Source: an optimization exercise on an open RTL-to-GDS flow (aim: small area and a short achievable clock period). Production flows keep margins and buffers that such runs may drop.
Where RTL was checked, it was by simulation tests only, not by an equivalence proof against the original.
Power and IR drop assume default switching activity. No driver is modelled on the clock port, so clocking that relies on it looks cheaper here than on a real chip.

==> flow/design.v (excerpt) <==
module PE #(
  parameter integer PE_BUF_ADDR_WIDTH   = 5,
  parameter integer OP_WIDTH            = 16,
  parameter integer ACC_WIDTH           = 16,
  parameter         LAYER_NORM          = "NO"
)
(
  input  wire                                         clk,
  input  wire                                         reset,
  input  wire                                         mask,
  input  wire  [ 10+2*PE_BUF_ADDR_WIDTH -1 : 0 ]      ctrl,
  input  wire                                         src_2_sel,
  input  wire  [ OP_WIDTH             -1 : 0 ]        read_data_0,
  input  wire  [ OP_WIDTH             -1 : 0 ]        read_data_1,
  input  wire  [ OP_WIDTH             -1 : 0 ]        read_data_2,
  output wire  [ OP_WIDTH             -1 : 0 ]        lrn_center,
  output wire  [ OP_WIDTH             -1 : 0 ]        write_data,
  output wire  [ OP_WIDTH             -1 : 0 ]        pe_buffer_read_data,
  input  wire                                         pe_neuron_read_req,
  input  wire  [ OP_WIDTH             -1 : 0 ]        pe_neuron_write_data,
  input  wire                                         pe_neuron_write_req,
  input  wire  [ PE_BUF_ADDR_WIDTH    -1 : 0 ]        pe_neuron_write_addr,
  output wire                                         write_valid
);
  localparam integer OP_CODE_WIDTH  = 3;
  wire [ OP_WIDTH           -1 : 0 ]  pe_buffer_write_data;
  wire [ OP_WIDTH           -1 : 0 ]  pe_buffer_read_data_d;
  wire                                src_2_sel_dd;
  wire                                _pe_buffer_write_req;
  wire                                pe_buffer_write_req;
  wire                                pe_buffer_read_req;
  wire                                _pe_buffer_read_req;
  wire                                flush, flush_d;
  wire                                enable;
  ...
For scale: ~2600 cells after synthesis, roughly 1000 flip-flops.
export LEC_CHECK = 0
export ABC_CLOCK_PERIOD_IN_PS = 2800
export CAP_MARGIN = 0
export CORE_MARGIN = 2
export CORE_UTILIZATION = 70
export SETUP_SLACK_MARGIN = 4.0
export SLEW_MARGIN = 0
create_clock -name core_clock -period 6.5 [get_ports {clk}]
standard.sh (not shown) runs the stock make flow with config.mk's settings and CLKGATE_MAP_FILE= SYNTH_SCRIPT=/design/flow/synth_recipe.tcl, a recipe that flattens the netlist after the stock synthesis.
==> flow/flow/run.sh <==
#!/bin/bash
set -e
export BUFFER_PORTS_ARGS="-buffer_cell sky130_fd_sc_hd__buf_1"
export CTS_ARGS="-sink_clustering_enable -repair_clock_nets -sink_clustering_size 31 -sink_clustering_max_diameter 80 -dont_use_dummy_load"
bash standard.sh > standard.log 2>&1
Then changed:
CAP_MARGIN = 5   (was 0)
SLEW_MARGIN = 5   (was 0)
What happened:
- wire length stays the same
- area after synthesis is unchanged
- final cell count is unchanged
Then changed:
==> flow/flow/run.sh (replaced) <==
#!/bin/bash
set -e
export BUFFER_PORTS_ARGS="-buffer_cell sky130_fd_sc_hd__buf_1"
export CTS_ARGS="-sink_clustering_enable -repair_clock_nets -sink_clustering_size 28 -sink_clustering_max_diameter 80 -dont_use_dummy_load"
bash standard.sh > standard.log 2>&1
CAP_MARGIN = 20   (was 5)
SLEW_MARGIN = 20   (was 5)
Outcome: Wire length hardly moves; clock power rose by about 4%; fmax is unchanged; worst hold slack gets worse by 0.011 ns; setup slack stays the same; first-iteration DRC count rose by 4.7%; flip-flop and latch count stays the same; final cell count rose by 0.31%; final area rose by 0.38%; power rose by 1.1%; count of clock-buffer cells in the layout rose by 4.
Then changed:
CORE_UTILIZATION = 60   (was 70)
Outcome: Wire length came out higher by a few percent. Final cell count came out higher by a few percent. Setup slack is about the same. Clock power came out higher by a few percent. Combinational power stays flat.


Another version of the RTL of PE (not shown whole).
Size in the first run: about 2,300 cells after synthesis, about 1,100 flip-flops, about 140 I/O pins, ~0.042 mm² of cells after synthesis.
## PE
module PE #(
  parameter integer PE_BUF_ADDR_WIDTH   = 5,
  parameter integer OP_WIDTH            = 16,
  parameter integer ACC_WIDTH           = 16,
  parameter         LAYER_NORM          = "NO"
)
(
  input  wire                                         clk,
  input  wire                                         reset,
  input  wire                                         mask,
  input  wire  [ 10+2*PE_BUF_ADDR_WIDTH -1 : 0 ]      ctrl,
  input  wire                                         src_2_sel,
  input  wire  [ OP_WIDTH             -1 : 0 ]        read_data_0,
  input  wire  [ OP_WIDTH             -1 : 0 ]        read_data_1,
  input  wire  [ OP_WIDTH             -1 : 0 ]        read_data_2,
  output wire  [ OP_WIDTH             -1 : 0 ]        lrn_center,
  output wire  [ OP_WIDTH             -1 : 0 ]        write_data,
  output wire  [ OP_WIDTH             -1 : 0 ]        pe_buffer_read_data,
  input  wire                                         pe_neuron_read_req,
  input  wire  [ OP_WIDTH             -1 : 0 ]        pe_neuron_write_data,
  input  wire                                         pe_neuron_write_req,
  input  wire  [ PE_BUF_ADDR_WIDTH    -1 : 0 ]        pe_neuron_write_addr,
  output wire                                         write_valid
);
clock: 6.5 ns
lec_check: 0
abc_clock_period_in_ps: 2800
cap_margin: 20
core_margin: 2
core_utilization: 60
setup_slack_margin: 3.9
slew_margin: 20
run.sh (not shown) runs the stock make flow with config.mk's settings and CLKGATE_MAP_FILE= SYNTH_SCRIPT=/design/flow/synth_recipe.tcl, a recipe that flattens the netlist after the stock synthesis.
Stock flow here: none of the scripts above is used.
The baseline produced a clean layout.
Rerun with:
CTS_CLUSTER_DIAMETER = 80   (was default)
CTS_CLUSTER_SIZE = 28   (was default)
=>
- total power falls by 16%
- clock power falls by 44%
- cell area falls by 4.2%
Function was not checked in any run of this note: the RTL went through the layout flow alone.

[re-timing with driven ports]
No port has a modelled driver above. Below, the same layouts with a new extraction and two added sets of constraints. Step 1 (the two cells are an assumption about what drives the block):
set clk [get_ports {clk}]
set_driving_cell -lib_cell sky130_fd_sc_hd__clkbuf_16 $clk
set_driving_cell -lib_cell sky130_fd_sc_hd__buf_2 [delete_from_list [all_inputs] $clk]
Step 2 adds t to the input delays and takes it off the output delays; t is the mean of the earliest and latest rising clock arrival at the registers after step 1. Input paths then give back, and output paths get back, about the clock's delay inside the block. Slacks: ideal / step 1 / step 2; pairs: ideal / step 1.
run	shift t [ns]	setup slack, ns	worst setup path after step 2	worst slew at a driven data input, ns	cell pins on the clock port's net
the first run of note 1	0.661	3.900 / 3.859 / 3.416	input to register	0.13	1
the second run of note 1	0.661	3.900 / 3.859 / 3.416	input to register	0.13	1
the third run of note 1	0.667	3.900 / 3.859 / 3.435	input to register	0.10	1
the fourth run of note 1	0.681	3.900 / 3.859 / 3.380	input to register	0.11	1
the first run of note 2	0.728	3.900 / 3.859 / 3.290	input to register	0.13	1
the second run of note 2	0.687	3.900 / 3.859 / 3.313	input to register	0.14	1
After both steps setup and hold are still met in every run listed. For the first run of note 2, which loses most, drivers alone change the setup slack by -0.041 ns; drivers and shift together by -0.610 ns.
